This design comes from an exercise in tuning for small area on the open sky130 flow, not from production work.
RTL that was checked went through simulation tests only; none was proved equivalent to the original.
Power and IR drop assume default switching activity.

pepper:
==> flow/design.v <==
module fpadd_top (
    input  wire        clk,
    input  wire [31:0] a,
    input  wire [31:0] b,
    output reg  [31:0] y
);
    reg  [31:0] a_q, b_q;
    wire        s_w;
    wire [7:0]  e_w;
    wire [22:0] f_w;
    fp_adder u_add (
        .sign1(a_q[31]), .sign2(b_q[31]),
        .exp1(a_q[30:23]), .exp2(b_q[30:23]),
        .frac1(a_q[22:0]), .frac2(b_q[22:0]),
        .sign_out(s_w), .exp_out(e_w), .frac_out(f_w)
    );
    always @(posedge clk) begin
        a_q <= a;
        b_q <= b;
        y   <= {s_w, e_w, f_w};
    end
endmodule

module fp_adder(
    input wire sign1,sign2,
    input wire[7:0] exp1,exp2,
    input wire [22:0] frac1,frac2,
    output wire sign_out,
    output wire [7:0] exp_out,
    output wire [22:0] frac_out
);
    wire [8:0] ed  = {1'b0,exp1} - {1'b0,exp2};
    wire       elt = ed[8];                  
    wire       eeq = ~|ed[7:0];
    wire [23:0] ca = {1'b0,frac1} + {1'b0,~frac2};
    wire       fgt = ca[23];
    wire       gt  = eeq ? fgt : ~elt;       
    wire [7:0] eb  = elt ? exp2 : exp1;
    wire [7:0] d   = elt ? (exp2 - exp1) : ed[7:0];
    wire       hi  = |d[7:5];
    wire        sb = gt ? sign1 : sign2;
    wire [23:0] fb = gt ? {1'b1,frac1} : {1'b1,frac2};
    wire [23:0] fs = gt ? {1'b1,frac2} : {1'b1,frac1};
    wire [23:0] r0 = (d[4] | hi) ? {16'd0, fs[23:16]} : fs;
    wire [23:0] r1 = (d[3] | hi) ? {8'd0, r0[23:8]} : r0;
    wire [23:0] r2 = d[2] ? {4'd0, r1[23:4]} : r1;
    wire [23:0] r3 = d[1] ? {2'd0, r2[23:2]} : r2;
    wire [23:0] fa = d[0] ? {1'd0, r3[23:1]} : r3;
    wire        sub = sign1 ^ sign2;
    wire [24:0] sum = {1'b0,fb} + {sub,fa ^ {24{sub}}} + {24'd0,sub};
    wire [31:0] x = {sum, 7'h00};
    wire [15:0] v1; wire [15:0] c1;
    genvar i;
    for (i=0;i<16;i=i+1) begin: l1
        assign v1[i] = x[2*i+1] | x[2*i];
        assign c1[i] = ~x[2*i+1];
    end
    wire [7:0] v2; wire [15:0] c2;
    for (i=0;i<8;i=i+1) begin: l2
        assign v2[i] = v1[2*i+1] | v1[2*i];
        assign c2[2*i+1:2*i] = v1[2*i+1] ? {1'b0, c1[2*i+1]} : {1'b1, c1[2*i]};
    end
    wire [3:0] v3; wire [11:0] c3;
    for (i=0;i<4;i=i+1) begin: l3
        assign v3[i] = v2[2*i+1] | v2[2*i];
        assign c3[3*i+2:3*i] = v2[2*i+1] ? {1'b0, c2[4*i+3:4*i+2]} : {1'b1, c2[4*i+1:4*i]};
    end
    wire [1:0] v4; wire [7:0] c4;
    for (i=0;i<2;i=i+1) begin: l4
        assign v4[i] = v3[2*i+1] | v3[2*i];
        assign c4[4*i+3:4*i] = v3[2*i+1] ? {1'b0, c3[6*i+5:6*i+3]} : {1'b1, c3[6*i+2:6*i]};
    end
    wire [4:0] z = v4[1] ? {1'b0, c4[7:4]} : {1'b1, c4[3:0]};
    wire [24:0] n0 = z[4] ? {sum[8:0], 16'd0} : sum;
    wire [24:0] n1 = z[3] ? {n0[16:0], 8'd0} : n0;
    wire [24:0] n2 = z[2] ? {n1[20:0], 4'd0} : n1;
    wire [24:0] n3 = z[1] ? {n2[22:0], 2'd0} : n2;
    wire [24:0] n4 = z[0] ? {n3[23:0], 1'd0} : n3;
    wire zero = ~(v4[1] | v4[0]);
    wire [9:0] re9 = {2'b0,eb} + 10'd1 - {5'b0,z};
    wire [7:0] re = re9[7:0];
    wire flush = zero | re9[9];
    assign sign_out = sb & ~zero;
    assign exp_out  = flush ? 8'd0 : re;
    assign frac_out = flush ? 23'd0 : n4[23:1];
endmodule
Settings: LEC_CHECK=0, CAP_MARGIN=20, CORE_MARGIN=2, CORE_UTILIZATION=55, CTS_BUF_LIST=sky130_fd_sc_hd__clkbuf_4 sky130_fd_sc_hd__clkbuf_8, SETUP_SLACK_MARGIN=-0.4, SLEW_MARGIN=20; clock period 11.0 ns.
standard.sh (not shown) runs the stock make flow with config.mk's settings and CLKGATE_MAP_FILE= SYNTH_SCRIPT=/design/flow/synth_recipe.tcl, a recipe that flattens the netlist after the stock synthesis.
==> flow/flow/run.sh <==
#!/bin/bash
# Own layout flow: the standard ORFS flow (standard.sh), with these changes:
#  - synthesis is ORFS's synth.tcl run through synth_recipe.tcl as usual (same passes, registers,
#    flattening and renaming), except that the combinational logic is mapped with the
#    area-oriented ABC script flow/area.abc, without the Kogge-Stone adder map and without
#    full-adder extraction;
#  - port buffers use sky130_fd_sc_hd__buf_1;
#  - flow/extra.mk adds make variables (one NAME=value per line), e.g. the CTS arguments;
#  - everything else (floorplan, tapcells, PDN, placement, CTS, routing) is the standard flow.
# All tool output goes to flow_make.log here and to ORFS's own logs under orfs/logs.
set -euo pipefail
W=$(pwd)
FLOWDIR=$W/flow
# synthesis script: ORFS synth.tcl with the abc call using our script
sed -e "s|log_cmd abc {\*}\$abc_args|log_cmd abc {*}[lreplace \$abc_args 1 1 $FLOWDIR/area.abc]|" \
  "$FLOW_HOME/scripts/synth.tcl" > "$W/own_synth_core.tcl"
grep -q "$FLOWDIR/area.abc" "$W/own_synth_core.tcl"
sed -e "s|source \$::env(SCRIPTS_DIR)/synth.tcl|source $W/own_synth_core.tcl|" \
  "$W/synth_recipe.tcl" > "$W/own_synth.tcl"
grep -q own_synth_core "$W/own_synth.tcl"
# further make variables, one NAME=value per line
EXTRA=()
if [[ -f "$FLOWDIR/extra.mk" ]]; then mapfile -t EXTRA < <(grep -v '^#' "$FLOWDIR/extra.mk" | grep .); fi
bash "$W/standard.sh" SYNTH_SCRIPT="$W/own_synth.tcl" ADDER_MAP_FILE= \
  SYNTH_OPERATIONS_ARGS="-noshare" BUFFER_PORTS_ARGS="-buffer_cell sky130_fd_sc_hd__buf_1" \
  "${EXTRA[@]}" finish > "$W/flow_make.log" 2>&1
==> flow/flow/area.abc <==
strash
ifraig
dch
amap
topo
stime -c
buffer -c
upsize -D 9000
dnsize -D 9000
==> flow/flow/extra.mk <==
CTS_ARGS=-sink_clustering_enable -repair_clock_nets -dont_use_dummy_load -buf_list {sky130_fd_sc_hd__clkbuf_4 sky130_fd_sc_hd__clkbuf_8}
#### Input delta (harbor over pepper)
diff --git a/flow/design.v b/flow/design.v
--- a/flow/design.v
+++ b/flow/design.v
@@ -36,5 +36,5 @@
     wire       fgt = ca[23];
     wire       gt  = eeq ? fgt : ~elt;       
-    wire [7:0] eb  = elt ? exp2 : exp1;
+    wire [7:0] eb  = gt ? exp1 : exp2;
     wire [7:0] d   = elt ? (exp2 - exp1) : ed[7:0];
     wire       hi  = |d[7:5];
harbor reports its capturing element of the worst setup path as y[11]$_SDFF_PP0_ while pepper reports y[2]$_SDFF_PP0_. Compared with pepper, first-pass GRT wire length in harbor increased by a few percent. Per the comparison of harbor with pepper, clock share of power was more or less identical, shortest period the worst path allows shows an increase of 110 ps, met1 track demand over resource in global routing up 1.9 points. Delta (harbor minus pepper): tightest hold margin picked up an extra 14 ps; design area was more or less identical; number of antenna-violating nets in the routed design roughly the same; worst slew slack as a fraction of its limit down 0.74 points; number of port buffers closely matched the old numbers. harbor completed; timing, DRC and antenna clean. Latest clock arrival within the worst-skew pair: harbor vs pepper, no meaningful difference. Utilization in harbor is 0.19 points higher than in pepper.
No functional check of the RTL was part of harbor.

==> port drivers added, routing unchanged <==
In the flow no input, the clock included, has a driving cell. The finished layouts below were timed again as built, in two steps.
Step 1: set_driving_cell puts a clkbuf_16 on clk and a buf_2 on each other input, an assumption about the parent block.
Step 2 adds t to the input delays and takes it off the output delays; t is the mean of the earliest and latest rising clock arrival at the registers after step 1. Input paths then give back, and output paths get back, about the clock's delay inside the block.
Three values: no drivers, after step 1, after step 2; two values: the first two.
run	t, ns	slack for setup (ns)	hold WS [ns]	worst setup path at the end
pepper	0.417	0.586 / 0.586 / 0.586	0.580 / 0.580 / 0.580	register to register
harbor	0.411	0.472 / 0.472 / 0.472	0.594 / 0.594 / 0.594	register to register
After both steps setup and hold are still met in every run listed.
